What follows belongs to an exercise in optimizing a design on an open flow for small area, a short achievable clock period and few clock cycles per item; a production flow would make more cautious choices.
In this exercise RTL edits were held to simulation tests only and were not proved equivalent to the original.

[flow/design.v]
`timescale 1ns / 1ps
module unsignedDiv #(parameter N = 32)
                    (input valid, CLK, RST, 
                     input [N-1:0] divisor, dividend,
                     output reg ready,
                     output reg [N-1:0] quotient, remainder);
    localparam IDLE = 0, OP = 1, LAST = 2, DONE = 3;    
    localparam CW = $clog2(N);
    reg [1:0] current_state, next_state;
    reg q;
    reg [N-1:0] d, rh, rl;
    reg [CW-1:0] counter;
    reg [N:0] rem;
    reg [N-1:0] rh_temp;
    always @(*) begin
        rem = {rh, rl[N-1]};
        if(rem >= {1'b0, d}) begin
            rh_temp = rem[N-1:0] - d;
            q = 1;
        end
        else begin
            rh_temp = rem[N-1:0];
            q = 0;
        end
    end
    always @(*) begin
        case(current_state) 
            IDLE: next_state = (valid) ? OP : IDLE;
            OP: next_state = (counter < N-2) ? OP : LAST;
            LAST: next_state = DONE;
            DONE: next_state = IDLE;
            default: next_state = IDLE;
        endcase  
    end
    always @(posedge CLK or posedge RST) begin
        if(RST) begin current_state <= IDLE; 
                      counter <= 0; 
                      d <= 0;
                      rh <= 0;
                      rl <= 0;
                      ready <= 1;
                      quotient <= 0;
                      remainder <= 0;
                      end
        else begin
            current_state <= next_state;
            case(current_state)
                IDLE: if(valid) begin
                        d <= divisor;
                        rl <= dividend;
                        rh <= 0;
                        ready <= 0;
                      end
                OP: begin
                        {rh, rl} <= {rh_temp, rl[N-2:0], q};
                        counter <= counter + 1;
                    end
                LAST: begin
                        {rh, rl} <= {rh_temp, rl[N-2:0], q};
                      end
                DONE: begin
                        counter <= 0;
                        quotient <= rl;
                        remainder <= rh;
                        ready <= 1;
                      end
            endcase
        end
    end
endmodule
[flow/run.sh]
#!/bin/bash
# synth_recipe.tcl (not shown) runs the flow's synth.tcl, then flattens the netlist and writes it again
# the make line also repeats each setting of config.mk as NAME=value (left out here)
make -C /OpenROAD-flow-scripts/flow DESIGN_CONFIG=/design/flow/config.mk WORK_HOME=/design/flow/orfs CLKGATE_MAP_FILE= SYNTH_SCRIPT=/design/flow/synth_recipe.tcl finish
[flow/config.mk]
export PLATFORM = sky130hd
export DESIGN_NAME = unsignedDiv
export DESIGN_NICKNAME = unsignedDiv
export VERILOG_FILES = /design/flow/design.v
export SDC_FILE = /design/flow/constraint.sdc
export NUM_CORES = 4
export LEC_CHECK = 0
export CAP_MARGIN = 20
export CORE_MARGIN = 2
export CORE_UTILIZATION = 40
export SLEW_MARGIN = 20
[flow/constraint.sdc]
create_clock -name core_clock -period 3.5 [get_ports {CLK}]
set_input_delay 0.7000 -clock core_clock [delete_from_list [all_inputs] [get_ports {CLK}]]
set_output_delay 0.7000 -clock core_clock [all_outputs]
set_load 0.01 [all_outputs]
==> results of run 1 <==
==> cells in the mapped netlist (9+ instances only) <==
library cell	number
a21oi_1	31
ha_1	37
dfrtp_1	167
xnor2_1	16
xor2_1	15
nand3_1	9
nor3_1	9
nor2_1	27
nand4_1	9
inv_1	43
mux2_2	96
clkbuf_1	26
o21ai_0	76
nand2_1	81
mux2i_1	51
a32oi_1	12
==> per-stage QoR <==
stage                     instance area [µm²]  util (%)
after floorplan                          8670         -
after global placement                  10300      48.7
after detailed placement                10300      48.7
after CTS                               10900      51.5
after global routing                    10900      51.5
final                                   10900      51.5
==> logic make-up after synthesis <==
logic type                 count (synthesis)
AOI/OAI and AO/OA                        175
xor gates and xnor gates                  31
adders and majority gates                 38
buffers and inverters                     80
DFF                                      168
muxes                                    147
and+or+nand+nor                          155
==> per-layer routing <==
metal / track usage (%) / wire length, µm
met5: 0 / 0
met2: 28.3 / 9180
met1: 25.9 / 9710
met4: 5.28 / 209
met3: 3.67 / 602
==> state kept, by name (all words and copies together), names as in the netlist, named ones only <==
signal	count
d	32
quotient	32
ready	1
remainder	32
current_state	1
rl	32
counter	5
rh	32
==> worst max-delay path, cell delays in order, from the launching register on <==
cell and delay (ns):
dfrtp_1 0.42, ha_1 0.39, a21o_1 0.21, a21o_1 0.17
a21oi_1 0.22, a21oi_1 0.09, nor3_1 0.19, nand2_1 0.17
nand2_2 0.33, buf_4 0.27, mux2i_1 0.22, o21ai_1 0.08
==> layout make-up <==
type,instances,share of cell area [%]
Sequential cell,168,38.6
Clock buffer,17,3.91
Timing Repair Buffer,141,13.1
Clock inverter,15,1.40
Multi-Input combinational cell,546,38.3
Tap cell,275,3.16
Inverter,43,1.52
==> worst max-delay path by stage <==
stage                       from                    endpoint  cells past startpoint
after global placement      d[1]                      rh[18]                     12
after floorplan              RST  asynchronous set/reset pin                      1
after global routing       d[10]                      rh[20]                     12
final                     rh[21]                      rh[19]                     11
after detailed placement    d[1]                      rh[19]                     12
after CTS                   d[1]                      rh[19]                     12
==> cell usage in the layout, fill, tap and decap left out, drive strengths merged, types with 27 or more instances in the layout <==
cell	n
clkdlybuf4s50	131
mux2i	51
inv	51
o21ai	81
mux2	96
ha	37
dfrtp	167
nor2	27
a21oi	34
nand2	82
==> results by group, run 1 <==
Layout
  • Share of cells above drive strength 1: 16.8%
  • Final #Nets: 1,022
  • Register area: 0.00421 mm²
  • Multi-input gate area: 0.00417 mm²
  • Non-filler instance count after layout: 1,205
  • Area Growth Syn to Fin: 25.6%
  • Fill cells: 1,940
  • Antenna diodes: 0

Synth
  • Post-synth cell types: 58
  • Post-Synth XOR/XNOR Area: 3.13%
  • Syn. warnings: 1
  • Compound-Gate Fraction of Synth Area: 12.7%
  • Top cells by area, synth: dfrtp_1, mux2_2, mux2i_1
  • Async SR Flop Fraction: 100%
  • Most used DFF post-synth: dfrtp_1
  • Syn Inst Count: 794
  • Main combinational cell family by area after synthesis: multiplexers
  • Flop and latch count out of synthesis: 168
  • Top cell type's share of synthesized area: 48.2%
  • Mux contribution to synthesized area: 18.4%
  • Post-synth top area cell: dfrtp_1
  • Avg Cell Area, Syn: 10.9 µm²
  • Post-synth net total: 899
  • Post-Syn Area: 0.00867 mm²
  • Synth Area in Adders: 5.57%
  • Post-synth EDFFs: 0
  • Simple-Gate Fraction of Synth Area: 8.06%
  • Sequential share of the synthesized area: 48.5%

Worst setup path
  • Kind of critical path: reg -> reg
  • RR Startpoint: rh[21]
  • FF-to-FF End: rh[19]
  • Crit path required time: 3.80 ns
  • Crit Path Max Fanout: 11
  • Worst Reg2Reg Path Length in Cells: 11
  • Worst EP arrival: 3.21 ns
  • Worst Setup Start Kind: flip-flop
  • CP Capture Type: flip-flop

Drt
  • Final wirelength: 19.7 mm
  • DR iter-0 viols: 395
  • Vias per inst: 5.15
  • Routed WL per cell: 16.4 µm
  • DRC viols: 0
  • Initial DRT Pass Iterations: 5
  • Vias: 6,208
  • Antenna viol nets, final: 0

Global routing
  • GRT Resource Usage Total: 18.2%
  • First-pass GRT wire length: 32.7 mm
  • Grt ovf: 0
  • Largest net degree at the start of global routing: 99
  • Vias in the first global route: 6,206
  • Antenna violations before repair: 0

Clock tree
  • Post-CTS Setup Inserts: 0
  • TritonCTS clock tree: done
  • Resize count post-CTS: 0
  • CTS H-tree depth: 4
  • Clock Tree Buf Depth: 2
  • CTS root buf: clkbuf_16
  • Cts hold-fix bufs: 0
  • Worst-skew pair later-pin latency: 0.44 ns
  • CTS Buf Count: 17
  • Sink Count: 168
  • Clock transition at path regs: 0.07 ns

Floorplan
  • Io pins: 132
  • Die area: 0.0229 mm²
  • Die width: 151 µm
  • Core area: 0.0212 mm²
  • Core Rows: 53
  • Initial Util: 41.0%
  • Die Ht: 151 µm

STA
  • Slew Limit Headroom: 31.8%
  • Slew Limit Fails: 0
  • Max Clk Rate: 344 MHz
  • Final setup fails: 0
  • Setup Skew: 0.0120 ns
  • Post-route setup TNS: 0 ns
  • Unrepaired setup endpoints after global routing: false
  • Final setup margin: 0.590 ns
  • Fin crit share: 83.1%
  • Final hold violations: 0
  • Worst-Margin Slew: 1.02 ns
  • Min Tclk post-route: 2.91 ns
  • Worst hold slack: 0.505 ns

Min path
  • End of the worst hold path: rl[31]
  • Hold Path Cell Cnt: 2
  • Hold_sp: rl[31]
  • Hold WC Path Type: reg -> reg

Flow run
  • MaxCap Viol Count: 0

Placed design
  • Port bufs: 131
  • Placed Cells incl. Taps: 1,173
  • DP HPWL: 13.7 mm
  • Worst slack at placement: 0.594 ns
  • GPL Wtd Cong: 0.873

Status
  • Run status: timing/DRC/antenna clean
Testbench counts, summed over its fixed seeds: cycles 81,600, items 2,400.
==> run 2: changes to the inputs <==
==> flow/design.v (replaced) <==
`timescale 1ns / 1ps
module unsignedDiv #(parameter N = 32)
                    (input valid, CLK, RST,
                     input [N-1:0] divisor, dividend,
                     output reg ready,
                     output [N-1:0] quotient, remainder);
    localparam CW = $clog2(N);
    localparam S_WAIT = 2'd0, S_SHIFT = 2'd1, S_RUN = 2'd2;
    reg [1:0] st;
    reg [N-1:0] R, Q, D;
    reg [CW-1:0] sh, cnt;
    assign quotient  = Q;
    assign remainder = R;
    function automatic [CW:0] lzc(input [N-1:0] x);
        integer i;
        begin
            lzc = N;
            for (i = 0; i < N; i = i + 1)
                if (x[i]) lzc = N - 1 - i;
        end
    endfunction
    wire [CW:0] lza = lzc(dividend);
    wire [CW:0] lzb = lzc(divisor);
    wire bz = lzb[CW];
    wire quick = bz | (lza > lzb);
    wire [CW:0] diff = lzb - lza;
    wire [N:0] sub = {1'b0, R} - {1'b0, D};
    wire ge = ~sub[N];
    always @(posedge CLK or posedge RST) begin
        if (RST) begin
            ready <= 1'b1;
            st <= S_WAIT;
            R <= 0;
            Q <= 0;
        end else if (ready) begin
            if (valid) begin
                ready <= 1'b0;
                R <= dividend;
                Q <= {N{bz}};
                st <= quick ? S_WAIT : S_SHIFT;
            end
        end else begin
            case (st)
                S_WAIT: ready <= 1'b1;
                S_SHIFT: st <= S_RUN;
                default: begin
                    if (ge) R <= sub[N-1:0];
                    Q <= {Q[N-2:0], ge};
                    if (cnt == 0) ready <= 1'b1;
                end
            endcase
        end
    end
    always @(posedge CLK) begin
        if (ready) begin
            D <= divisor;
            sh <= diff[CW-1:0];
            cnt <= diff[CW-1:0];
        end else if (st == S_SHIFT) begin
            D <= D << sh;
        end else begin
            D <= D >> 1;
            cnt <= cnt - 1'b1;
        end
    end
endmodule
--- a/flow/config.mk
+++ b/flow/config.mk
@@ -8,4 +8,5 @@
 export CAP_MARGIN = 20
 export CORE_MARGIN = 2
 export CORE_UTILIZATION = 40
+export SETUP_SLACK_MARGIN = 1.5
 export SLEW_MARGIN = 20
==> run 2 against run 1 <==
Compared with the run above: first-iteration DRC count rose to 2.6 times the previous value; synthesized area rose by 2.2%; critical path depth rose by 7; design area rose by 27%; maximum frequency down 7.1%; sequential share of layout area down 19 points; critical path type is now in -> reg; largest cell class is now multi-input combinational cells.
==> results by group, run 2 <==
Clock tree
  • CTS Buf Count: 9
  • Sink Count: 109
  • Worst-skew pair later-pin latency: 0.37 ns
  • Cts hold-fix bufs: 0
  • TritonCTS clock tree: done
  • Clock Tree Buf Depth: 2
  • CTS root buf: clkbuf_16
  • Clock transition at path regs: 0.08 ns
  • CTS H-tree depth: 3

Global routing
  • First-pass GRT wire length: 53.8 mm
  • Largest net degree at the start of global routing: 73
  • Antenna violations before repair: 0
  • Vias in the first global route: 9,638
  • Grt ovf: 0
  • GRT Resource Usage Total: 29.1%

Worst setup path
  • Worst EP arrival: 3.26 ns
  • Crit-path cells: buf_6 > nor2_4 > o31ai_4 > a211oi_2 > o31ai_1 > buf_4 > a211oi_2 > o31ai_1 > a211o_1 > buf_4 > a21o_1 > fa_2 > inv_2 > a21o_1 > a21oi_2 > xnor2_1 > nand2_1 > o21ai_1
  • Crit path required time: 3.63 ns
  • Crit path buf inv count: 4
  • CP delay by family, top: compound AO/OA/AOI/OAI gates
  • Crit Path Max Fanout: 2
  • CP max stage cell: fa_2
  • Crit-path max cell delay: 0.38 ns
  • CP Capture Type: flip-flop
  • Kind of critical path: in -> reg
  • Worst Setup Start Kind: input port

STA
  • Min Tclk post-route: 3.13 ns
  • Max Clk Rate: 319 MHz
  • Unrepaired setup endpoints after global routing: true
  • Final setup fails: 0
  • Fin crit share: 89.5%
  • Setup Skew: 0.00987 ns
  • Final hold violations: 0
  • Slew Limit Fails: 0
  • Worst-Margin Slew: 1.18 ns
  • Slew Limit Headroom: 20.2%

Synth
  • Synth cell count leaders: nand2_1, nor2_1, a21oi_1
  • Flop and latch count out of synthesis: 109
  • Top cells by area, synth: dfrtp_1, nand2_1, dfxtp_1
  • Top cell type's share of synthesized area: 18.6%
  • Async SR Flop Fraction: 61.5%
  • Syn Inst Count: 1,120
  • Syn. warnings: 1
  • Post-synth top area cell: dfrtp_1
  • Post-synth cell types: 73
  • Most frequent cell after synthesis: nand2_1
  • Most used DFF post-synth: dfrtp_1
  • Post-synth EDFFs: 12
  • Avg Cell Area, Syn: 7.91 µm²
  • Sequential share of the synthesized area: 29.8%
  • Post-Syn Area: 0.00886 mm²
  • Post-synth net total: 1,233

Layout
  • Final #Nets: 1,517
  • Antenna diodes: 0
  • Most frequent cells in the layout: nand2_1, buf_4, nor2_1
  • Share of cells above drive strength 1: 36.7%
  • Most common cell after layout, fill and taps aside: nand2_1
  • Area Growth Syn to Fin: 56.3%
  • Biggest regs: D x32, Q x32, R x32
  • Non-filler instance count after layout: 1,689
  • Fill cells: 1,836

Placed design
  • Placed Cells incl. Taps: 1,565
  • DP HPWL: 22.8 mm
  • Port bufs: 131
  • GPL Wtd Cong: 0.950

Drt
  • Vias: 10,100
  • DR iter-0 viols: 1,008
  • Antenna viol nets, final: 0
  • Final wirelength: 35.9 mm
  • Vias per inst: 5.97
  • Routed WL per cell: 21.2 µm
  • Initial DRT Pass Iterations: 6
  • DRC viols: 0

Floorplan
  • Initial Util: 40.7%
  • Die width: 153 µm
  • Core Rows: 54
  • Die area: 0.0234 mm²
  • Die Ht: 153 µm
  • Core area: 0.0218 mm²
  • Io pins: 132

Min path
  • Hold WC Path Type: reg -> reg

Flow run
  • MaxCap Viol Count: 0

Status
  • Run status: timing/DRC/antenna clean
## run 2: changes by cell type after synthesis, moves of 16 or more
cell / delta
mux4_2: +23
nor3_1: +16
mux2_2: -90
nor2_1: +96
inv_1: +22
a21oi_1: +87
a211oi_1: +18
dfxtp_1: +30
dfrtp_1: -101
mux2i_1: -21
nand2_1: +89
## run 2: logic make-up (layout without fill, tap and decap cells)
logic type / after synthesis / count (layout) / synth area share, %
and+or+nand+nor: 410 / 413 / 20.9
AOI/OAI and AO/OA: 349 / 352 / 24.8
buffers and inverters: 125 / 408 / 5.63
DFF: 109 / 109 / 29.8
muxes: 60 / 60 / 10.1
adders and majority gates: 46 / 46 / 6.67
xor gates and xnor gates: 21 / 21 / 2.08
## run 2: final timing paths
check	slack (ns)	endpoint	depth (start not counted)	startpoint
min in group asynchronous	0.78	R[26]	2	RST
max in group asynchronous	2.01	ready	3	RST
max reg2reg	0.71	R[10]	13	D[9]
max	0.37	cnt[4]	18	dividend[1]
min	0.53	R[31]	1	R[31]
min reg2reg	0.53	R[31]	1	R[31]
## run 2: metal layers
layer  GRT usage (%)  routed length (µm)  up-vias
met5               0                   0        -
met1            39.9               14900     4816
met2            46.9               16800      533
met3            3.94                2910      106
met4            10.7                1230        0
li1                -                   -     4622
## run 2: repair_timing
item / in CTS / in global routing
cloned: 13 / 1
pin swaps: 78 / 68
setup endpoints to repair: 163 / 123
resized for setup: 362 / 187
setup buffers: 68 / 26
## run 2: layout make-up
| type | instances | area, µm² | share of cell area, % |
|---|---|---|---|
| multi-input combinational | 892 | 7050 | 51.0 |
| timing repair buffer | 327 | 3210 | 23.2 |
| sequential | 109 | 2700 | 19.5 |
| tap | 280 | 350 | 2.53 |
| inverter | 65 | 254 | 1.83 |
| clock buffer | 10 | 229 | 1.65 |
| clock inverter | 6 | 51.3 | 0.371 |
## run 2: worst register-to-register path, stage by stage (launching register included)
cell and delay, ns:
dfxtp_2 0.40, inv_1 0.15, ha_4 0.34, a21o_1 0.14, a21oi_1 0.07, nor2b_1 0.34, o31ai_4 0.15, buf_6 0.15
a21oi_4 0.21, buf_6 0.13, o21ai_2 0.05, buf_6 0.20, and2_1 0.16, a31o_1 0.18
## run 2: through the flow
stage               area, µm²  worst slack, ns  util, %  hold WS [ns]  setup TNS (ns)
floorplan                9030            0.455        -         0.524               0
global placement        11100           -0.424     51.1         0.512           -2.11
detailed placement      11100           -0.509     51.1         0.522           -2.76
CTS                     13000            0.270     59.6         0.527               0
global route            13800            0.227     63.6         0.543               0
finish                  13800            0.368     63.6         0.529               0
Testbench counts of run 2, summed over its fixed seeds: cycles 19,213, items 2,400.
==> run 3: changes to the inputs <==
--- a/flow/config.mk
+++ b/flow/config.mk
@@ -8,5 +8,5 @@
 export CAP_MARGIN = 20
 export CORE_MARGIN = 2
 export CORE_UTILIZATION = 40
-export SETUP_SLACK_MARGIN = 1.5
+export SETUP_SLACK_MARGIN = 0.8
 export SLEW_MARGIN = 20
==> run 3 against run 2 <==
Compared with the run above: still clean on timing, DRC and antenna; synthesized cell count stayed put; sequential share of layout area is 1.9 points higher; clock skew is 0.00098 ns higher; largest cell class unchanged; synthesized area stayed put; design area is 9.0% lower; register-to-register slack worse by 0.08 ns.
==> results by group, run 3 <==
STA
  • Final setup fails: 0
  • Fin crit share: 88.5%
  • Min Tclk post-route: 3.10 ns
  • Worst-Margin Slew: 1.17 ns
  • Max Clk Rate: 323 MHz
  • Unrepaired setup endpoints after global routing: true
  • Final hold violations: 0
  • Slew Limit Fails: 0
  • Setup Skew: 0.0108 ns
  • Slew Limit Headroom: 21.2%
  • Worst hold slack: 0.532 ns

Synth
  • Main combinational cell family by area after synthesis: compound AO/OA/AOI/OAI gates
  • Syn Inst Count: 1,120
  • Simple-Gate Fraction of Synth Area: 20.9%
  • Most used DFF post-synth: dfrtp_1
  • Sequential share of the synthesized area: 29.8%
  • Avg Cell Area, Syn: 7.91 µm²
  • Post-synth net total: 1,233
  • Compound-Gate Fraction of Synth Area: 24.8%
  • Top cell type's share of synthesized area: 18.6%
  • Synth Area in Adders: 6.67%
  • Post-synth cell types: 73
  • Post-synth top area cell: dfrtp_1
  • Post-synth EDFFs: 12
  • Post-Synth XOR/XNOR Area: 2.08%
  • Post-Syn Area: 0.00886 mm²
  • Flop and latch count out of synthesis: 109
  • Top cells by area, synth: dfrtp_1, nand2_1, dfxtp_1
  • Async SR Flop Fraction: 61.5%
  • Mux contribution to synthesized area: 10.1%
  • Syn. warnings: 1
  • Synth cell count leaders: nand2_1, nor2_1, a21oi_1
  • Most frequent cell after synthesis: nand2_1

Global routing
  • Antenna violations before repair: 0
  • GRT Resource Usage Total: 26.7%
  • First-pass GRT wire length: 49.4 mm
  • Vias in the first global route: 8,830
  • Grt ovf: 0
  • Largest net degree at the start of global routing: 72

Drt
  • Vias per inst: 5.76
  • DRC viols: 0
  • DR top layer: met4
  • Met1 Wirelength: 14.6 mm
  • Antenna viol nets, final: 0
  • Met3 Wirelength: 1.84 mm
  • Metal2 WL: 14.9 mm
  • DR iter-0 viols: 743
  • Final wirelength: 32.2 mm
  • Vias: 9,443
  • Initial DRT Pass Iterations: 5
  • Routed WL per cell: 19.7 µm

Worst setup path
  • Worst Setup Start Kind: input port
  • Crit Path Max Fanout: 3
  • Kind of critical path: in -> reg
  • FF-to-FF End: R[24]
  • CP Capture Type: flip-flop
  • Crit path required time: 3.80 ns
  • Worst EP arrival: 3.39 ns
  • Worst Reg2Reg Path Length in Cells: 13
  • RR Startpoint: R[0]

Min path
  • Hold WC Path Type: reg -> reg
  • Hold_sp: Q[31]
  • Hold Path Cell Cnt: 2
  • End of the worst hold path: Q[31]

Floorplan
  • Die area: 0.0234 mm²
  • Initial Util: 40.7%
  • Die width: 153 µm
  • Core Rows: 54
  • Core area: 0.0218 mm²
  • Die Ht: 153 µm
  • Io pins: 132

Clock tree
  • Cts hold-fix bufs: 0
  • TritonCTS clock tree: done
  • CTS root buf: clkbuf_16
  • Sink Count: 109
  • CTS H-tree depth: 3
  • Worst-skew pair later-pin latency: 0.37 ns
  • Clock transition at path regs: 0.09 ns
  • CTS Buf Count: 9
  • Clock Tree Buf Depth: 2

Layout
  • Most common cell after layout, fill and taps aside: nand2_1
  • Final #Nets: 1,467
  • Most frequent cells in the layout: nand2_1, buf_4, clkdlybuf4s50_1
  • Non-filler instance count after layout: 1,639
  • Antenna diodes: 0
  • Share of cells above drive strength 1: 25.8%
  • Area Growth Syn to Fin: 42.2%
  • Biggest regs: D x32, Q x32, R x32

Placed design
  • GPL Wtd Cong: 0.988
  • Placed Cells incl. Taps: 1,576
  • DP HPWL: 23.1 mm
  • Port bufs: 131

Status
  • Run status: timing/DRC/antenna clean

Flow run
  • MaxCap Viol Count: 0
-- run 3: cell counts after synthesis --
Identical to the previous run, type by type.
-- run 3: layer usage --
layer / vias to the layer above / GRT usage, %
met1: 4535 / 38.4
li1: 4518 / -
met2: 337 / 42.0
met5: - / 0
met4: 0 / 8.64
met3: 53 / 3.26
-- run 3: logic make-up after synthesis --
group,after synthesis
flops,109
compound gates,349
xor+xnor,21
buf+inv,125
fa+ha+maj,46
simple gates,410
mux,60
-- run 3: repair_timing --
action,in CTS,in global routing
setup endpoints to repair,75,83
gates resized for setup,141,126
endpoints found under the hold margin,0,0
pin swaps,39,64
gates cloned,7,0
setup buffers,19,21
-- run 3: critical path, stage by stage --
cell	delay [ns]
clkdlybuf4s50_1	0.52
o31ai_2	0.09
a211oi_1	0.20
buf_4	0.17
o31ai_4	0.05
a211o_1	0.28
a21o_1	0.16
ha_1	0.29
nor2b_1	0.14
o21a_1	0.16
o21a_1	0.16
o21ai_1	0.12
nand2b_1	0.08
a21oi_2	0.11
a31oi_1	0.05
o22ai_1	0.11
-- run 3: final cells by class --
class	count	area, µm²
multi-input combinational	889	6410
sequential	109	2690
fill	1942	9160
tap	280	350
clock inverter	6	51.3
clock buffer	10	229
inverter	65	244
timing repair buffer	280	2620
-- run 3: how the worst max path moves through the flow --
stage                     slack, ns        start    end
after floorplan                0.45   divisor[0]  st[0]
after global placement        -0.46   divisor[0]  st[0]
after detailed placement      -0.46   divisor[0]  st[0]
after CTS                      0.29  dividend[5]  st[0]
after global routing           0.26  dividend[5]  st[0]
final                          0.40  divisor[11]  st[0]
-- run 3: per-stage QoR --
stage               util [%]  setup slack (ns)  TNS, ns  instance area [µm²]
floorplan                  -             0.455        0                 8890
global placement        51.1            -0.462    -2.24                11100
detailed placement      51.1            -0.461    -2.36                11100
CTS                     54.9             0.292        0                11900
global route            57.9             0.256        0                12600
finish                  57.9             0.403        0                12600
==> run 4: changes to the inputs <==
--- a/flow/config.mk
+++ b/flow/config.mk
@@ -8,5 +8,4 @@
 export CAP_MARGIN = 20
 export CORE_MARGIN = 2
 export CORE_UTILIZATION = 40
-export SETUP_SLACK_MARGIN = 0.8
 export SLEW_MARGIN = 20
==> run 4 against run 3 <==
Compared with the run above: non-clock buffer count decreased by 42; clock skew shrank 0.0030 ns; wire length shrank 7.3%; count of clock-buffer cells in the layout stayed put; die area stayed put; first-iteration DRC count is 2.7% lower; critical endpoint unchanged.
==> results by group, run 4 <==
Status
  • Run status: timing/DRC/antenna clean

Global routing
  • First-pass GRT wire length: 47.2 mm
  • Largest net degree at the start of global routing: 65
  • Antenna violations before repair: 0
  • Grt ovf: 0
  • GRT Resource Usage Total: 25.3%
  • GRT Max-Usage Layer: met2
  • GR Layer Usage met1: 36.4%
  • M2 GR Usage: 38.5%
  • GR Util met3: 4.79%
  • Vias in the first global route: 8,683

Synth
  • Post-synth top area cell: dfrtp_1
  • Post-synth net total: 1,233
  • Syn. warnings: 1
  • Post-Syn Area: 0.00886 mm²
  • Syn Inst Count: 1,120
  • Sequential share of the synthesized area: 29.8%
  • Avg Cell Area, Syn: 7.91 µm²
  • Top cell type's share of synthesized area: 18.6%
  • Synth Area in Adders: 6.67%
  • Post-synth cell types: 73
  • Top cells by area, synth: dfrtp_1, nand2_1, dfxtp_1
  • Most used DFF post-synth: dfrtp_1
  • Post-synth EDFFs: 12
  • Async SR Flop Fraction: 61.5%
  • Compound-Gate Fraction of Synth Area: 24.8%
  • Mux contribution to synthesized area: 10.1%
  • Most frequent cell after synthesis: nand2_1
  • Post-Synth XOR/XNOR Area: 2.08%
  • Simple-Gate Fraction of Synth Area: 20.9%
  • Synth cell count leaders: nand2_1, nor2_1, a21oi_1
  • Main combinational cell family by area after synthesis: compound AO/OA/AOI/OAI gates
  • Flop and latch count out of synthesis: 109

Layout
  • Most frequent cells in the layout: nand2_1, nor2_1, clkdlybuf4s50_1
  • Area Growth Syn to Fin: 30.0%
  • Fin util: 53.0%
  • Non-filler instance count after layout: 1,594
  • Area of all placed cells without fillers: 0.0115 mm²
  • Final #Nets: 1,422
  • Most common cell after layout, fill and taps aside: nand2_1
  • Antenna diodes: 0
  • Share of cells above drive strength 1: 14.4%
  • Biggest regs: D x32, Q x32, R x32

Drt
  • Final wirelength: 29.9 mm
  • Initial DRT Pass Iterations: 5
  • DR iter-0 viols: 723
  • Routed WL per cell: 18.7 µm
  • Vias per inst: 5.71
  • DRC viols: 0
  • Vias: 9,103
  • Antenna viol nets, final: 0

Worst setup path
  • RR Startpoint: D[18]
  • Worst Setup Start Kind: input port
  • Worst EP arrival: 3.66 ns
  • Kind of critical path: in -> reg
  • Worst path most repeated cell: o21a_1
  • Crit-path max cell delay: 0.31 ns
  • CP max stage cell: a211o_1
  • Worst setup path start: dividend[0]
  • Crit path required time: 3.79 ns
  • CP Capture Type: flip-flop
  • Crit Path Max Fanout: 3
  • Crit-path cells: dlygate4sd2_1 > nor2_2 > o31ai_4 > a211oi_2 > o31ai_1 > buf_4 > a211oi_4 > o31ai_2 > a211o_1 > a21oi_2 > ha_4 > nor2b_1 > o21a_1 > o21a_1 > o21ai_1 > nand2b_1 > a21oi_1 > a31oi_1 > o22ai_1

Clock tree
  • CTS Buf Count: 9
  • Clock transition at path regs: 0.08 ns
  • CTS root buf: clkbuf_16
  • Clock Tree Buf Depth: 2
  • Sink Count: 109
  • Cts hold-fix bufs: 0
  • CTS H-tree depth: 3
  • TritonCTS clock tree: done
  • Worst-skew pair later-pin latency: 0.37 ns

Min path
  • Hold_sp: R[2]
  • Hold WC Path Type: reg -> reg

STA
  • Min Tclk post-route: 3.38 ns
  • Max Clk Rate: 296 MHz
  • Final setup fails: 0
  • Slew Limit Headroom: 26.4%
  • Final hold violations: 0
  • Slew Limit Fails: 0
  • Worst-Margin Slew: 1.10 ns
  • Post-route setup TNS: 0 ns
  • Setup Skew: 0.00789 ns
  • Fin crit share: 96.5%

Placed design
  • GPL Wtd Cong: 0.932
  • DP HPWL: 22.8 mm
  • Port bufs: 131
  • Placed Cells incl. Taps: 1,577
  • Post-DP Area: 0.0111 mm²

Floorplan
  • Initial Util: 40.7%
  • Die area: 0.0234 mm²
  • Die Ht: 153 µm
  • Core area: 0.0218 mm²
  • Io pins: 132
  • Die width: 153 µm
  • Core Rows: 54

Flow run
  • MaxCap Viol Count: 0
[run 4: what timing repair did]
item,4_1_cts,5_1_grt
resized for setup,16,28
hold endpoints to repair,0,0
pin swaps,12,26
setup buffers,0,1
setup endpoints to repair,3,6
[run 4: critical path: cells and delay by family]
family | cells | cell delay [ns]
adders and majority gates | 1 | 0.23
buffers and inverters | 2 | 0.41
AOI/OAI and AO/OA | 13 | 1.98
and+or+nand+nor | 3 | 0.37
[run 4: final cells by class]
class / count / area [µm²]
sequential: 109 / 2640
fill: 2125 / 10200
inverter: 65 / 244
clock buffer: 10 / 239
timing repair buffer: 238 / 2140
clock inverter: 6 / 50.0
multi-input combinational: 886 / 5860
tap: 280 / 350
[run 4: cells by family after synthesis]
family                     after synthesis
AOI/OAI and AO/OA                      349
xor gates and xnor gates                21
adders and majority gates               46
buffers and inverters                  125
DFF                                    109
muxes                                   60
and+or+nand+nor                        410
[run 4: per-stage QoR]
stage | hold WS [ns] | setup WS (ns)
3_5_place_dp | 0.506 | -0.529
2_1_floorplan | 0.524 | 0.345
3_3_place_gp | 0.501 | -0.454
5_1_grt | 0.547 | -0.0241
6_report | 0.518 | 0.122
4_1_cts | 0.523 | 0.00546
[run 4: final timing paths]
kind	end	slack [ns]	cells after the start
setup / recovery	st[0]	0.12	19
hold / removal	R[2]	0.52	2
setup reg to reg	R[16]	0.31	11
hold reg to reg	R[2]	0.52	2
max in group asynchronous	R[11]	1.92	3
min in group asynchronous	Q[31]	0.83	2
[run 4: routing by layer]
layer / vias to the layer above / share of wire [%]
met5: - / 0
met4: 0 / 2.7
met3: 48 / 7.5
met2: 351 / 44
met1: 4290 / 46
li1: 4414 / -
==> run 5: changes to the inputs <==
--- a/flow/design.v
+++ b/flow/design.v
@@ -8,24 +8,49 @@
     localparam S_WAIT = 2'd0, S_SHIFT = 2'd1, S_RUN = 2'd2;
     reg [1:0] st;
     reg [N-1:0] R, Q, D;
-    reg [CW-1:0] sh, cnt;
+    reg [CW-1:0] cnt, la;
     assign quotient  = Q;
     assign remainder = R;
-    function automatic [CW:0] lzc(input [N-1:0] x);
-        integer i;
+    function automatic [CW-1:0] lzc(input [N-1:0] x);
+        reg [N-1:0] v;
+        integer s;
         begin
-            lzc = N;
-            for (i = 0; i < N; i = i + 1)
-                if (x[i]) lzc = N - 1 - i;
+            v = x;
+            for (s = CW - 1; s >= 0; s = s - 1) begin
+                lzc[s] = ~|(v >> (N - (1 << s)));
+                if (lzc[s]) v = v << (1 << s);
+            end
         end
     endfunction
-    wire [CW:0] lza = lzc(dividend);
-    wire [CW:0] lzb = lzc(divisor);
-    wire bz = lzb[CW];
-    wire quick = bz | (lza > lzb);
-    wire [CW:0] diff = lzb - lza;
-    wire [N:0] sub = {1'b0, R} - {1'b0, D};
-    wire ge = ~sub[N];
+    wire [N:0] bt;           
+    genvar gi;
+    assign bt[N] = 1'b0;
+    generate for (gi = N - 1; gi >= 0; gi = gi - 1) begin : g_bt
+        assign bt[gi] = bt[gi+1] | divisor[gi];
+    end endgenerate
+    wire bz = ~bt[0];
+    wire quick = bz | ~|(dividend & ~bt[N:1]);
+    wire [CW-1:0] diff = cnt - la;
+    function automatic [N:0] psub(input [N-1:0] a, input [N-1:0] b);
+        reg [N-1:0] p, g, G, P;
+        integer l, i;
+        begin
+            p = a ^ ~b;
+            g = a & ~b;
+            G = g; P = p;
+            G[0] = g[0] | p[0];      
+            for (l = 0; (1 << l) < N; l = l + 1)
+                for (i = 0; i < N; i = i + 1)
+                    if ((i >> l) & 1) begin
+                        G[i] = G[i] | (P[i] & G[((i >> l) << l) - 1]);
+                        P[i] = P[i] & P[((i >> l) << l) - 1];
+                    end
+            psub[N] = G[N-1];                        
+            psub[N-1:0] = p ^ {G[N-2:0], 1'b1};
+        end
+    endfunction
+    wire [N:0] sub = psub(R, D);
+    wire ge = sub[N];
     always @(posedge CLK or posedge RST) begin
         if (RST) begin
             ready <= 1'b1;
@@ -54,10 +79,11 @@
     always @(posedge CLK) begin
         if (ready) begin
             D <= divisor;
-            sh <= diff[CW-1:0];
-            cnt <= diff[CW-1:0];
+            cnt <= lzc(divisor);
+            la <= lzc(dividend);
         end else if (st == S_SHIFT) begin
-            D <= D << sh;
+            D <= D << diff;
+            cnt <= diff;
         end else begin
             D <= D >> 1;
             cnt <= cnt - 1'b1;
==> run 5 against run 4 <==
Compared with the run above: maximum frequency increased by 3.0%; still clean on timing, DRC and antenna; register-to-register slack got worse by 0.09 ns; core utilization is 1.2 points lower; count of clock-buffer cells in the layout fell by 1.
==> results by group, run 5 <==
Global routing
  • Largest net degree at the start of global routing: 60
  • Antenna violations before repair: 0
  • GRT Resource Usage Total: 28.0%
  • First-pass GRT wire length: 47.6 mm
  • Vias in the first global route: 8,208
  • GR Util met3: 5.50%
  • GR Layer Usage met1: 39.2%
  • M2 GR Usage: 42.3%
  • GRT Max-Usage Layer: met2
  • Grt ovf: 0

Placed design
  • Worst slack at placement: -0.0690 ns
  • DP HPWL: 24.0 mm
  • Post-DP Area: 0.0105 mm²
  • Port bufs: 131
  • GPL Wtd Cong: 0.976

Worst setup path
  • Worst EP arrival: 3.53 ns
  • Crit path required time: 3.75 ns
  • Setup crit end: R[18]
  • Kind of critical path: reg -> reg
  • Crit Path Max Fanout: 29
  • Worst Reg2Reg Path Length in Cells: 12
  • CP Capture Type: flip-flop
  • Worst setup path start: R[0]
  • Worst Setup Start Kind: flip-flop
  • FF-to-FF End: R[18]
  • RR Startpoint: R[0]

STA
  • Final setup margin: 0.221 ns
  • Unrepaired setup endpoints after global routing: false
  • Final setup fails: 0
  • Setup Skew: 0.0193 ns
  • Fin crit share: 93.7%
  • Post-route setup TNS: 0 ns
  • Min Tclk post-route: 3.28 ns
  • Worst-Margin Slew: 0.996 ns
  • Max Clk Rate: 305 MHz
  • Final hold violations: 0
  • Slew Limit Headroom: 33.1%
  • Slew Limit Fails: 0

Layout
  • Most frequent cells in the layout: nand2_1, clkdlybuf4s50_1, a21oi_1
  • Multi-input gate area: 0.00540 mm²
  • Most common cell after layout, fill and taps aside: nand2_1
  • Register area: 0.00259 mm²
  • Antenna diodes: 0
  • Share of cells above drive strength 1: 12.0%
  • Fill cells: 2,012
  • Biggest regs: D x32, Q x32, R x32
  • Area Growth Syn to Fin: 27.9%
  • Final #Nets: 1,309
  • Area of all placed cells without fillers: 0.0108 mm²

Synth
  • Post-synth top area cell: dfrtp_1
  • Most used DFF post-synth: dfrtp_1
  • Compound-Gate Fraction of Synth Area: 25.4%
  • Post-synth net total: 1,144
  • Synth cell count leaders: nand2_1, a21oi_1, nor2_1
  • Post-Synth XOR/XNOR Area: 1.97%
  • Post-Syn Area: 0.00846 mm²
  • Top cells by area, synth: dfrtp_1, dfxtp_1, nand2_1
  • Most frequent cell after synthesis: nand2_1
  • Post-synth cell types: 72
  • Syn. warnings: 1
  • Flop and latch count out of synthesis: 109
  • Post-synth EDFFs: 7
  • Sequential share of the synthesized area: 30.6%
  • Async SR Flop Fraction: 61.5%
  • Main combinational cell family by area after synthesis: compound AO/OA/AOI/OAI gates
  • Avg Cell Area, Syn: 8.18 µm²
  • Syn Inst Count: 1,034
  • Top cell type's share of synthesized area: 19.5%
  • Mux contribution to synthesized area: 10.4%
  • Synth Area in Adders: 6.89%
  • Simple-Gate Fraction of Synth Area: 18.9%

Floorplan
  • Core Rows: 53
  • Io pins: 132
  • Initial Util: 40.5%
  • Die width: 149 µm
  • Die Ht: 149 µm
  • Die area: 0.0223 mm²
  • Core area: 0.0209 mm²

Drt
  • DRC viols: 0
  • Vias per inst: 5.90
  • Routed WL per cell: 21.0 µm
  • Initial DRT Pass Iterations: 7
  • Antenna viol nets, final: 0
  • Final wirelength: 31.0 mm
  • DR iter-0 viols: 909
  • Vias: 8,732

Clock tree
  • Clock Tree Buf Depth: 2
  • Cts hold-fix bufs: 0
  • Worst-skew pair later-pin latency: 0.37 ns
  • CTS root buf: clkbuf_16
  • Clock transition at path regs: 0.08 ns
  • CTS H-tree depth: 3
  • CTS Buf Count: 9
  • Sink Count: 109
  • TritonCTS clock tree: done

Flow run
  • MaxCap Viol Count: 0

Status
  • Run status: timing/DRC/antenna clean

Min path
  • Hold WC Path Type: reg -> reg
run 5: cell count changes after synthesis, sizes merged, moves of 10 or more:
cell    change
nor2       -38
nand2      -15
nor3       -11
mux2       +10
o21a       -11
a221oi     +10
a21oi      -14
a221o      +14
nand3      +19
and3       +13
run 5: cells by family after synthesis:
| group | Yosys count |
|---|---|
| XOR/XNOR | 19 |
| multiplexers | 63 |
| buffers and inverters | 120 |
| adder cells (fa/ha/maj) | 43 |
| AO/OA/AOI/OAI | 327 |
| AND/OR/NAND/NOR | 353 |
| flip-flops | 109 |
run 5: worst max-delay path, stage by stage (launching register included):
cell and delay, ns:
dfrtp_1 0.35, inv_1 0.06, ha_1 0.18, fa_1 0.43, nor2b_1 0.21, o31ai_2 0.13, a21o_1 0.20, a211oi_1 0.43
o211ai_1 0.19, and3_1 0.27, nor2_2 0.14, buf_12 0.22, mux2_4 0.32
run 5: metal layers:
layer	wire length, µm	part of all wire (%)	vias up
met4	1110	3.6	0
li1	-	-	4083
met2	13700	44	386
met3	2480	8.0	70
met1	13800	44	4193
met5	0	0	-
run 5: area by class of cell:
class                   instances  area share (%)
clock buffers                   9            2.08
multi-input cells             805            50.0
clock inverters                 7           0.694
repair buffers                212            18.0
well taps                     275            3.18
flip-flops and latches        109            24.0
inverters                      62            2.15
run 5: what timing repair did:
action                                  CTS  global route
endpoints found under the setup margin    0             3
gates resized for setup                   0             2
buffers inserted                          0             6
run 5: how the worst min path moves through the flow:
stage | startpoint | end | slack [ns] | depth (start not counted)
after detailed placement | D[0] | D[0] | 0.52 | 2
after floorplan | D[0] | D[0] | 0.47 | 2
final | D[0] | D[0] | 0.52 | 2
after CTS | D[0] | D[0] | 0.53 | 2
after global routing | D[0] | D[0] | 0.55 | 2
after global placement | D[0] | D[0] | 0.51 | 2
run 5: stage by stage:
step                      instances  utilization [%]  hold WS, ns
after floorplan                1034                -        0.469
after global placement         1457             50.1        0.505
after detailed placement       1457             50.1        0.517
after CTS                      1473             51.5        0.526
after global routing           1479             51.8        0.548
final                          1479             51.8        0.520
Testbench counts of run 5, summed over its fixed seeds: cycles 19,213, items 2,400.
==> run 6: changes to the inputs <==
==> flow/flow/run.sh (new file) <==
#!/bin/bash
set -euo pipefail
export BUFFER_PORTS_ARGS="-buffer_cell sky130_fd_sc_hd__buf_1"
bash standard.sh finish > standard_flow.log 2>&1
==> flow/standard.sh (new file) <==
#!/bin/bash
# synth_recipe.tcl (not shown) runs the flow's synth.tcl, then flattens the netlist and writes it again
# the make line also repeats each setting of config.mk as NAME=value (left out here)
make -C /OpenROAD-flow-scripts/flow DESIGN_CONFIG=/design/flow/config.mk WORK_HOME=/design/flow/orfs CLKGATE_MAP_FILE= SYNTH_SCRIPT=/design/flow/synth_recipe.tcl "${@:-finish}"
--- a/flow/config.mk
+++ b/flow/config.mk
@@ -5,7 +5,8 @@
 export SDC_FILE = /design/flow/constraint.sdc
 export NUM_CORES = 4
 export LEC_CHECK = 0
+export ABC_AREA = 1
 export CAP_MARGIN = 20
 export CORE_MARGIN = 2
-export CORE_UTILIZATION = 40
+export CORE_UTILIZATION = 60
 export SLEW_MARGIN = 20
removed: flow/run.sh
==> run 6 against run 5 <==
Compared with the run above: non-clock buffer count shrank 61; still clean; sequential share of layout area is 2.2 points higher; core utilization up 16 points; setup slack better by 0.30 ns; cell count grew 12%; die area decreased by 28%; maximum frequency rose by 10%; critical path type unchanged; wire length is 4.8% lower.
==> results by group, run 6 <==
Synth
  • Post-Syn Area: 0.00899 mm²
  • Post-synth net total: 1,482
  • Most frequent cell after synthesis: nand2_1
  • Syn. warnings: 1
  • Top cell type's share of synthesized area: 18.4%
  • Async SR Flop Fraction: 61.5%
  • Synth cell count leaders: nand2_1, inv_1, nor2_1
  • Compound-Gate Fraction of Synth Area: 15.9%
  • Main combinational cell family by area after synthesis: simple AND/OR/NAND/NOR gates
  • Mux contribution to synthesized area: 2.78%
  • Synth Area in Adders: 6.48%
  • Post-synth top area cell: dfrtp_1
  • Post-synth EDFFs: 7
  • Syn Inst Count: 1,372
  • Most used DFF post-synth: dfrtp_1
  • Flop and latch count out of synthesis: 109
  • Top cells by area, synth: dfrtp_1, nand2_1, dfxtp_1
  • Post-synth cell types: 55
  • Avg Cell Area, Syn: 6.55 µm²
  • Sequential share of the synthesized area: 28.8%
  • Post-Synth XOR/XNOR Area: 1.06%
  • Simple-Gate Fraction of Synth Area: 34.7%

Worst setup path
  • CP Capture Type: flip-flop
  • Worst EP arrival: 3.28 ns
  • Kind of critical path: reg -> reg
  • Crit Path Max Fanout: 37
  • Worst Setup Start Kind: flip-flop
  • Crit-path max cell delay: 0.41 ns
  • Crit path required time: 3.80 ns
  • CP max stage cell: fa_1
  • Worst path most repeated cell: nand2_1
  • Crit-path cells: ha_1 > fa_1 > inv_1 > nand3_1 > nand2_1 > nand3_1 > nand2_1 > nand2_1 > nand2_2 > nand2_1 > nand2_2 > nand3_2 > nand2_2 > nand2_2 > nand3_2 > nand2_4 > inv_4 > nand3_1 > nand2_1

STA
  • Final setup fails: 0
  • Slew Limit Fails: 0
  • Min Tclk post-route: 2.98 ns
  • Slew Limit Headroom: 44.5%
  • Setup Skew: 0.0137 ns
  • Max Clk Rate: 335 MHz
  • Post-route setup TNS: 0 ns
  • Fin crit share: 85.2%
  • Worst-Margin Slew: 0.832 ns
  • Final hold violations: 0
  • Unrepaired setup endpoints after global routing: false

Layout
  • Most frequent cells in the layout: nand2_1, inv_1, buf_1
  • Multi-input gate area: 0.00550 mm²
  • Biggest regs: D x32, Q x32, R x32
  • Most common cell after layout, fill and taps aside: nand2_1
  • Antenna diodes: 0
  • Fin util: 67.9%
  • Final #Nets: 1,584
  • Fill cells: 1,452
  • Area of all placed cells without fillers: 0.00991 mm²
  • Register area: 0.00259 mm²
  • Area Growth Syn to Fin: 10.2%
  • Share of cells above drive strength 1: 6.76%

Clock tree
  • Sink Count: 109
  • CTS Buf Count: 9
  • Clock Tree Buf Depth: 2
  • Post-CTS Setup Inserts: 0
  • Cts hold-fix bufs: 0
  • TritonCTS clock tree: done
  • CTS root buf: clkbuf_16
  • Resize count post-CTS: 0
  • Worst-skew pair later-pin latency: 0.37 ns
  • Clock transition at path regs: 0.08 ns
  • CTS H-tree depth: 3

Placed design
  • GPL Wtd Cong: 0.991
  • Post-DP Area: 0.00958 mm²
  • DP HPWL: 22.7 mm
  • Port bufs: 131

Global routing
  • GRT Max-Usage Layer: met2
  • GR Layer Usage met1: 54.1%
  • Vias in the first global route: 8,621
  • Antenna violations before repair: 0
  • M2 GR Usage: 56.3%
  • Grt ovf: 0
  • Largest net degree at the start of global routing: 69
  • First-pass GRT wire length: 46.6 mm
  • GRT Resource Usage Total: 37.2%
  • GR Util met3: 6.92%

Floorplan
  • Die width: 126 µm
  • Initial Util: 61.6%
  • Die area: 0.0160 mm²
  • Io pins: 132
  • Core area: 0.0146 mm²
  • Core Rows: 44
  • Die Ht: 126 µm

Flow run
  • MaxCap Viol Count: 0

Drt
  • DR iter-0 viols: 1,251
  • DRC viols: 0
  • Initial DRT Pass Iterations: 6
  • Routed WL per cell: 17.8 µm
  • Final wirelength: 29.5 mm
  • Antenna viol nets, final: 0
  • Vias per inst: 5.84
  • Vias: 9,708

Min path
  • Hold WC Path Type: in -> async

Status
  • Run status: timing/DRC/antenna clean
[run 6: cell types whose count changed in the layout (fill, tap and decap cells not counted), moves of 18 or more]
cell / delta
and3_1: -22
a21oi_1: -75
nand3_1: +84
a31oi_1: +28
buf_4: -59
o21ai_0: +31
buf_1: +131
inv_1: +90
nand2_1: +267
clkdlybuf4s50_1: -131
a21o_1: -18
nor2_1: +38
[run 6: cell families after synthesis]
logic type,after synthesis
compound gates,239
xor+xnor,10
fa+ha+maj,43
buf+inv,225
flops,109
mux,25
simple gates,721
[run 6: through the flow]
step | hold slack [ns] | instances | setup WS (ns)
2_1_floorplan | 0.449 | 1372 | 0.742
3_3_place_gp | 0.469 | 1647 | 0.676
3_5_place_dp | 0.475 | 1647 | 0.625
4_1_cts | 0.406 | 1663 | 0.564
5_1_grt | 0.431 | 1663 | 0.263
6_report | 0.390 | 1663 | 0.519
[run 6: cell type report]
cell class	count	area share, %
multi-input cells	1038	55.5
repair buffers	151	6.48
clock inverters	5	0.871
well taps	184	2.32
clock buffers	11	2.45
inverters	165	6.28
flip-flops and latches	109	26.1
[run 6: final timing paths]
| kind | start | endpoint | slack, ns | cells after the start |
|---|---|---|---|---|
| worst max-delay path | D[0] | R[19] | 0.52 | 19 |
| worst min-delay path | RST | Q[13] | 0.39 | 3 |
| worst max register to register | D[0] | R[19] | 0.52 | 19 |
| worst min register to register | D[26] | D[25] | 0.51 | 2 |
| max in group asynchronous | RST | ready | 2.67 | 3 |
| min in group core_clock | D[26] | D[25] | 0.51 | 2 |
[run 6: worst max-delay path: cells and delay by family (launching register included)]
kind	cells	cell delay, ns
simple gates	15	1.47
fa+ha+maj	2	0.65
buf+inv	2	0.41
flops	1	0.39
[run 6: layer usage]
| layer | routed length [µm] | share of wire, % |
|---|---|---|
| met5 | 0 | 0 |
| met1 | 12700 | 43 |
| met2 | 12800 | 43 |
| met3 | 3150 | 11 |
| met4 | 858 | 2.9 |
==> run 7: changes to the inputs <==
--- a/flow/config.mk
+++ b/flow/config.mk
@@ -5,7 +5,6 @@
 export SDC_FILE = /design/flow/constraint.sdc
 export NUM_CORES = 4
 export LEC_CHECK = 0
-export ABC_AREA = 1
 export CAP_MARGIN = 20
 export CORE_MARGIN = 2
 export CORE_UTILIZATION = 60
==> run 7 against run 6 <==
Compared with the run above: die area down 5.8%; cell count down 19%; count of clock-buffer cells in the layout down 1; setup slack worse by 0.25 ns; critical path depth down 9; clock skew down 0.0030 ns; largest cell class unchanged; still clean on timing, DRC and antenna; non-clock buffer count up 21; global-route usage up 0.20 points; register-to-register slack worse by 0.25 ns.
==> results by group, run 7 <==
Status
  • Run status: timing/DRC/antenna clean

Layout
  • Register area: 0.00259 mm²
  • Multi-input gate area: 0.00541 mm²
  • Final #Nets: 1,269
  • Most frequent cells in the layout: nand2_1, buf_1, a21oi_1
  • Fill cells: 1,190
  • Area Growth Syn to Fin: 13.2%
  • Biggest regs: D x32, Q x32, R x32
  • Antenna diodes: 0
  • Most common cell after layout, fill and taps aside: nand2_1
  • Share of cells above drive strength 1: 9.02%

Synth
  • Post-synth EDFFs: 7
  • Syn. warnings: 1
  • Top cells by area, synth: dfrtp_1, dfxtp_1, nand2_1
  • Post-Syn Area: 0.00846 mm²
  • Post-synth cell types: 72
  • Synth cell count leaders: nand2_1, a21oi_1, nor2_1
  • Flop and latch count out of synthesis: 109
  • Async SR Flop Fraction: 61.5%
  • Top cell type's share of synthesized area: 19.5%
  • Post-synth top area cell: dfrtp_1
  • Most used DFF post-synth: dfrtp_1
  • Sequential share of the synthesized area: 30.6%
  • Syn Inst Count: 1,034
  • Most frequent cell after synthesis: nand2_1
  • Avg Cell Area, Syn: 8.18 µm²
  • Post-synth net total: 1,144

Global routing
  • Grt ovf: 0
  • Largest net degree at the start of global routing: 76
  • First-pass GRT wire length: 42.5 mm
  • Vias in the first global route: 7,724
  • GR Util met3: 8.88%
  • Antenna violations before repair: 0
  • GRT Resource Usage Total: 37.4%
  • GRT Max-Usage Layer: met2
  • GR Layer Usage met1: 52.6%
  • M2 GR Usage: 54.4%

Worst setup path
  • Crit-path max cell delay: 0.73 ns
  • Kind of critical path: reg -> reg
  • Crit path required time: 3.63 ns
  • Crit path buf inv count: 3
  • Worst EP arrival: 3.36 ns
  • Crit Path Max Fanout: 19
  • Crit-path cells: inv_1 > ha_1 > inv_1 > fa_2 > buf_4 > o21ai_0 > o21ai_0 > o21ai_0 > a211o_1 > a32o_1
  • Worst path most repeated cell: o21ai_0
  • Worst Setup Start Kind: flip-flop
  • CP delay by family, top: compound AO/OA/AOI/OAI gates
  • CP max stage cell: fa_2
  • CP Capture Type: flip-flop

STA
  • Final hold violations: 0
  • Setup Skew: 0.0107 ns
  • Worst-Margin Slew: 0.900 ns
  • Slew Limit Fails: 0
  • Final setup fails: 0
  • Fin crit share: 92.3%
  • Max Clk Rate: 310 MHz
  • Slew Limit Headroom: 39.9%
  • Unrepaired setup endpoints after global routing: false
  • Min Tclk post-route: 3.23 ns
  • Post-route setup TNS: 0 ns

Placed design
  • DP HPWL: 21.1 mm
  • Port bufs: 131
  • GPL Wtd Cong: 1.02

Floorplan
  • Die Ht: 123 µm
  • Io pins: 132
  • Initial Util: 61.2%
  • Die area: 0.0151 mm²
  • Core Rows: 43
  • Die width: 123 µm
  • Core area: 0.0138 mm²

Clock tree
  • Clock Tree Buf Depth: 2
  • Sink Count: 109
  • Post-CTS Setup Inserts: 0
  • Worst-skew pair later-pin latency: 0.37 ns
  • Clock transition at path regs: 0.08 ns
  • CTS Buf Count: 9
  • Resize count post-CTS: 0
  • CTS H-tree depth: 3
  • CTS root buf: clkbuf_16
  • Cts hold-fix bufs: 0
  • TritonCTS clock tree: done

Min path
  • Hold WC Path Type: in -> async

Drt
  • DRC viols: 0
  • Initial DRT Pass Iterations: 5
  • Vias per inst: 6.43
  • Final wirelength: 27.9 mm
  • Routed WL per cell: 20.7 µm
  • DR iter-0 viols: 1,006
  • Vias: 8,636
  • Antenna viol nets, final: 0

Flow run
  • MaxCap Viol Count: 0
==> run 7: changes by cell type in the layout (fill, tap and decap cells not counted), sizes merged, moves of 14 or more <==
cell | previous run | this run
nand2 | 438 | 155
a21oi | 31 | 105
mux4 | 0 | 14
inv | 168 | 67
o21ai | 116 | 75
a221o | 0 | 16
nand3 | 113 | 25
a31oi | 35 | 7
mux2 | 0 | 17
o221ai | 18 | 2
nor2 | 140 | 85
and3 | 0 | 22
a21o | 3 | 21
buf | 151 | 172
==> run 7: layout make-up <==
class                      count  area share [%]
sequential                   109            27.1
tap                          180            2.35
timing repair buffer         172            8.74
clock buffer                  10            2.39
clock inverter                 6           0.549
inverter                      62            2.43
multi-input combinational    805            56.5
==> run 7: final timing paths <==
| kind | from | endpoint | slack, ns | cells after the start |
|---|---|---|---|---|
| worst max-delay path | cnt[0] | D[31] | 0.27 | 10 |
| min in group core_clock | D[0] | D[0] | 0.53 | 2 |
| worst min register to register | D[0] | D[0] | 0.53 | 2 |
| worst max register to register | cnt[0] | D[31] | 0.27 | 10 |
| worst min-delay path | RST | Q[28] | 0.38 | 3 |
| max in group asynchronous | RST | ready | 2.79 | 3 |
==> run 7: stage by stage <==
step | instances | hold WS, ns | setup slack, ns | utilization [%] | cell area [µm²]
2_1_floorplan | 1034 | 0.469 | 0.373 | - | 8460
3_3_place_gp | 1328 | 0.501 | 0.158 | 67.2 | 9290
3_5_place_dp | 1328 | 0.514 | 0.0704 | 67.2 | 9290
4_1_cts | 1344 | 0.390 | 0.182 | 69.2 | 9570
5_1_grt | 1344 | 0.407 | 0.0832 | 69.3 | 9580
6_report | 1344 | 0.383 | 0.270 | 69.3 | 9580
==> run 7: worst reg2reg max path: stages, from the launching register on <==
cell and delay, ns:
dfxtp_1 0.31, inv_1 0.11, ha_1 0.17, inv_1 0.07
fa_2 0.73, buf_4 0.33, o21ai_0 0.15, o21ai_0 0.35
o21ai_0 0.17, a211o_1 0.35, a32o_1 0.25
==> run 7: logic make-up after synthesis <==
logic type / Yosys count / synth area share (%)
mux: 63 / 10.4
compound gates: 327 / 25.4
fa+ha+maj: 43 / 6.89
flops: 109 / 30.6
simple gates: 353 / 18.9
xor+xnor: 19 / 1.97
buf+inv: 120 / 5.78
==> run 7: routing by layer <==
layer	vias up	routed length (µm)
met3	84	2760
li1	4017	-
met4	0	1230
met1	4080	11800
met2	455	12100
met5	-	0
==> run 8: changes to the inputs <==
==> flow/config.mk (replaced) <==
export PLATFORM = sky130hd
export DESIGN_NAME = unsignedDiv
export DESIGN_NICKNAME = unsignedDiv
export VERILOG_FILES = /design/flow/design.v
export SDC_FILE = /design/flow/constraint.sdc
export NUM_CORES = 4
export LEC_CHECK = 0
export ABC_AREA = 1
export CAP_MARGIN = 0
export CORE_MARGIN = 2
export CORE_UTILIZATION = 70
export CTS_BUF_LIST = sky130_fd_sc_hd__clkbuf_4 sky130_fd_sc_hd__clkbuf_8
export SLEW_MARGIN = 0
==> run 8 against run 7 <==
Compared with the run above: still clean; clock skew is 0.0021 ns higher; synthesized cell count is 33% higher; wire length grew 4.8%; cell count grew 23%; setup slack better by 0.33 ns; worst hold slack improved by 0.015 ns.
==> results by group, run 8 <==
Synth
  • Post-synth EDFFs: 7
  • Syn. warnings: 1
  • Synth cell count leaders: nand2_1, inv_1, nor2_1
  • Post-synth cell types: 55
  • Avg Cell Area, Syn: 6.55 µm²
  • Most used DFF post-synth: dfrtp_1
  • Flop and latch count out of synthesis: 109
  • Top cells by area, synth: dfrtp_1, nand2_1, dfxtp_1
  • Post-synth top area cell: dfrtp_1
  • Top cell type's share of synthesized area: 18.4%
  • Async SR Flop Fraction: 61.5%
  • Sequential share of the synthesized area: 28.8%
  • Most frequent cell after synthesis: nand2_1
  • Syn Inst Count: 1,372
  • Post-Syn Area: 0.00899 mm²
  • Post-synth net total: 1,482

Placed design
  • DP HPWL: 22.6 mm
  • Worst slack at placement: 0.679 ns
  • GPL Wtd Cong: 1.06
  • Placed Cells incl. Taps: 1,632
  • Port bufs: 131

Clock tree
  • Post-CTS Setup Inserts: 0
  • Clock transition at path regs: 0.11 ns
  • Clock Tree Buf Depth: 2
  • Cts hold-fix bufs: 0
  • CTS Buf Count: 9
  • Resize count post-CTS: 0
  • CTS root buf: clkbuf_8
  • Worst-skew pair later-pin latency: 0.40 ns
  • Sink Count: 109
  • CTS H-tree depth: 3
  • TritonCTS clock tree: done

Global routing
  • Grt ovf: 0
  • Antenna violations before repair: 0
  • First-pass GRT wire length: 46.4 mm
  • Largest net degree at the start of global routing: 65
  • GRT Resource Usage Total: 42.3%
  • Vias in the first global route: 9,047

STA
  • Slew Limit Fails: 0
  • Final setup margin: 0.599 ns
  • Final hold violations: 0
  • Worst-Margin Slew: 1.08 ns
  • Post-route setup TNS: 0 ns
  • Slew Limit Headroom: 27.5%
  • Worst hold slack: 0.398 ns
  • Fin crit share: 82.9%
  • Unrepaired setup endpoints after global routing: false
  • Setup Skew: 0.0128 ns
  • Final setup fails: 0
  • Min Tclk post-route: 2.90 ns
  • Max Clk Rate: 345 MHz

Floorplan
  • Die Ht: 117 µm
  • Die width: 117 µm
  • Initial Util: 71.5%
  • Core area: 0.0126 mm²
  • Io pins: 132
  • Core Rows: 41
  • Die area: 0.0138 mm²

Layout
  • Antenna diodes: 0
  • Non-filler instance count after layout: 1,648
  • Fin util: 77.4%
  • Share of cells above drive strength 1: 6.64%
  • Most common cell after layout, fill and taps aside: nand2_1
  • Final #Nets: 1,581
  • Biggest regs: D x32, Q x32, R x32
  • Area Growth Syn to Fin: 8.22%
  • Most frequent cells in the layout: nand2_1, inv_1, buf_1

Worst setup path
  • Worst EP arrival: 3.22 ns
  • CP Capture Type: flip-flop
  • CP max stage cell: fa_1
  • Crit path required time: 3.82 ns
  • Crit Path Max Fanout: 18
  • Crit-path max cell delay: 0.44 ns
  • Kind of critical path: reg -> reg
  • Crit-path cells: inv_1 > ha_1 > inv_1 > fa_1 > nand3_1 > nand2_1 > xor2_2 > nand2_1 > buf_4 > nor2_1 > o21ai_0 > o2111ai_1
  • Worst Setup Start Kind: flip-flop

Drt
  • Vias per inst: 6.07
  • DR iter-0 viols: 1,504
  • Vias: 10,000
  • DRC viols: 0
  • Antenna viol nets, final: 0
  • Initial DRT Pass Iterations: 8
  • Final wirelength: 29.2 mm
  • Routed WL per cell: 17.7 µm

Min path
  • Hold WC Path Type: in -> async

Flow run
  • MaxCap Viol Count: 0

Status
  • Run status: timing/DRC/antenna clean
## run 8: final timing paths
| kind | startpoint | to | slack, ns | cells after the start |
|---|---|---|---|---|
| min in group core_clock | st[0] | st[0] | 0.51 | 2 |
| max in group asynchronous | RST | R[1] | 2.33 | 3 |
| setup / recovery | cnt[0] | D[23] | 0.60 | 12 |
| hold / removal | RST | Q[12] | 0.40 | 2 |
| setup reg to reg | cnt[0] | D[23] | 0.60 | 12 |
| hold reg to reg | st[0] | st[0] | 0.51 | 2 |
## run 8: cell type report
cell class,count,area [µm²]
Clock buffer,10,138
Clock inverter,6,52.6
Fill cell,1045,2840
Inverter,165,622
Multi-Input combinational cell,1038,5500
Sequential cell,109,2590
Tap cell,172,215
Timing Repair Buffer,148,619
## run 8: worst max-delay path: cells and delay by family, from the launching register on
| kind | cells | cell delay, ns |
|---|---|---|
| fa+ha+maj | 2 | 0.61 |
| buf+inv | 3 | 0.51 |
| xor+xnor | 1 | 0.41 |
| simple gates | 4 | 0.74 |
| compound gates | 2 | 0.21 |
| flops | 1 | 0.33 |
## run 8: kinds of logic (layout without fill, tap and decap cells)
kind of cell	count (synthesis)	in the layout	synth area share [%]
adders and majority gates	43	43	6.48
AOI/OAI and AO/OA	239	239	15.9
muxes	25	25	2.78
DFF	109	109	28.8
xor gates and xnor gates	10	10	1.06
and+or+nand+nor	721	721	34.7
buffers and inverters	225	329	10.2
## run 8: layer usage
| layer | vias to the layer above | GRT usage (%) | routed length (µm) |
|---|---|---|---|
| li1 | 4695 | - | - |
| met1 | 4551 | 58.4 | 11600 |
| met2 | 642 | 63.2 | 12600 |
| met3 | 121 | 8.37 | 3410 |
| met4 | 0 | 21.8 | 1590 |
| met5 | - | 0 | 0 |
## run 8: per-stage QoR
| stage | cell area, µm² |
|---|---|
| 2_1_floorplan | 8990 |
| 3_3_place_gp | 9540 |
| 3_5_place_dp | 9540 |
| 4_1_cts | 9730 |
| 5_1_grt | 9730 |
| 6_report | 9730 |

static timing again, ports no longer ideal:
Ports are ideal in the flow. The routed layouts listed here were re-timed in OpenROAD. Step 1 assumes that a clkbuf_16 drives the clock port and a buf_2 every other input. Step 2 times the ports against the registers' clock, not the clock port: input delays grow and output delays shrink by t, the midpoint of the rising clock arrivals with the driver on. Slacks: no drivers / after step 1 / after step 2; pairs: no drivers / after step 1.
run | t, ns | setup WS [ns] | clock arrival spread, ns | slew at the worst register clock pin (ns) | worst slew at a driven data input, ns
run 1 | 0.474 | 0.590 / 0.590 / 0.590 | 0.013 / 0.013 | 0.08 / 0.08 | 0.06
run 2 | 0.415 | 0.368 / 0.380 / -0.035 | 0.011 / 0.011 | 0.08 / 0.08 | 0.06
run 3 | 0.417 | 0.403 / 0.414 / -0.004 | 0.010 / 0.011 | 0.09 / 0.09 | 0.06
run 4 | 0.409 | 0.122 / 0.151 / -0.258 | 0.009 / 0.008 | 0.08 / 0.08 | 0.05
run 5 | 0.410 | 0.221 / 0.221 / -0.078 | 0.019 / 0.019 | 0.09 / 0.09 | 0.06
run 6 | 0.410 | 0.519 / 0.519 / 0.519 | 0.014 / 0.014 | 0.09 / 0.09 | 0.06
run 7 | 0.407 | 0.270 / 0.270 / 0.041 | 0.012 / 0.013 | 0.08 / 0.08 | 0.06
run 8 | 0.441 | 0.599 / 0.599 / 0.599 | 0.013 / 0.013 | 0.12 / 0.12 | 0.05
Met with ideal ports but missed after step 2: setup timing in run 2, run 3, run 4 and run 5. For run 3, which loses most, drivers alone change the setup slack by +0.011 ns; drivers and shift together by -0.407 ns.
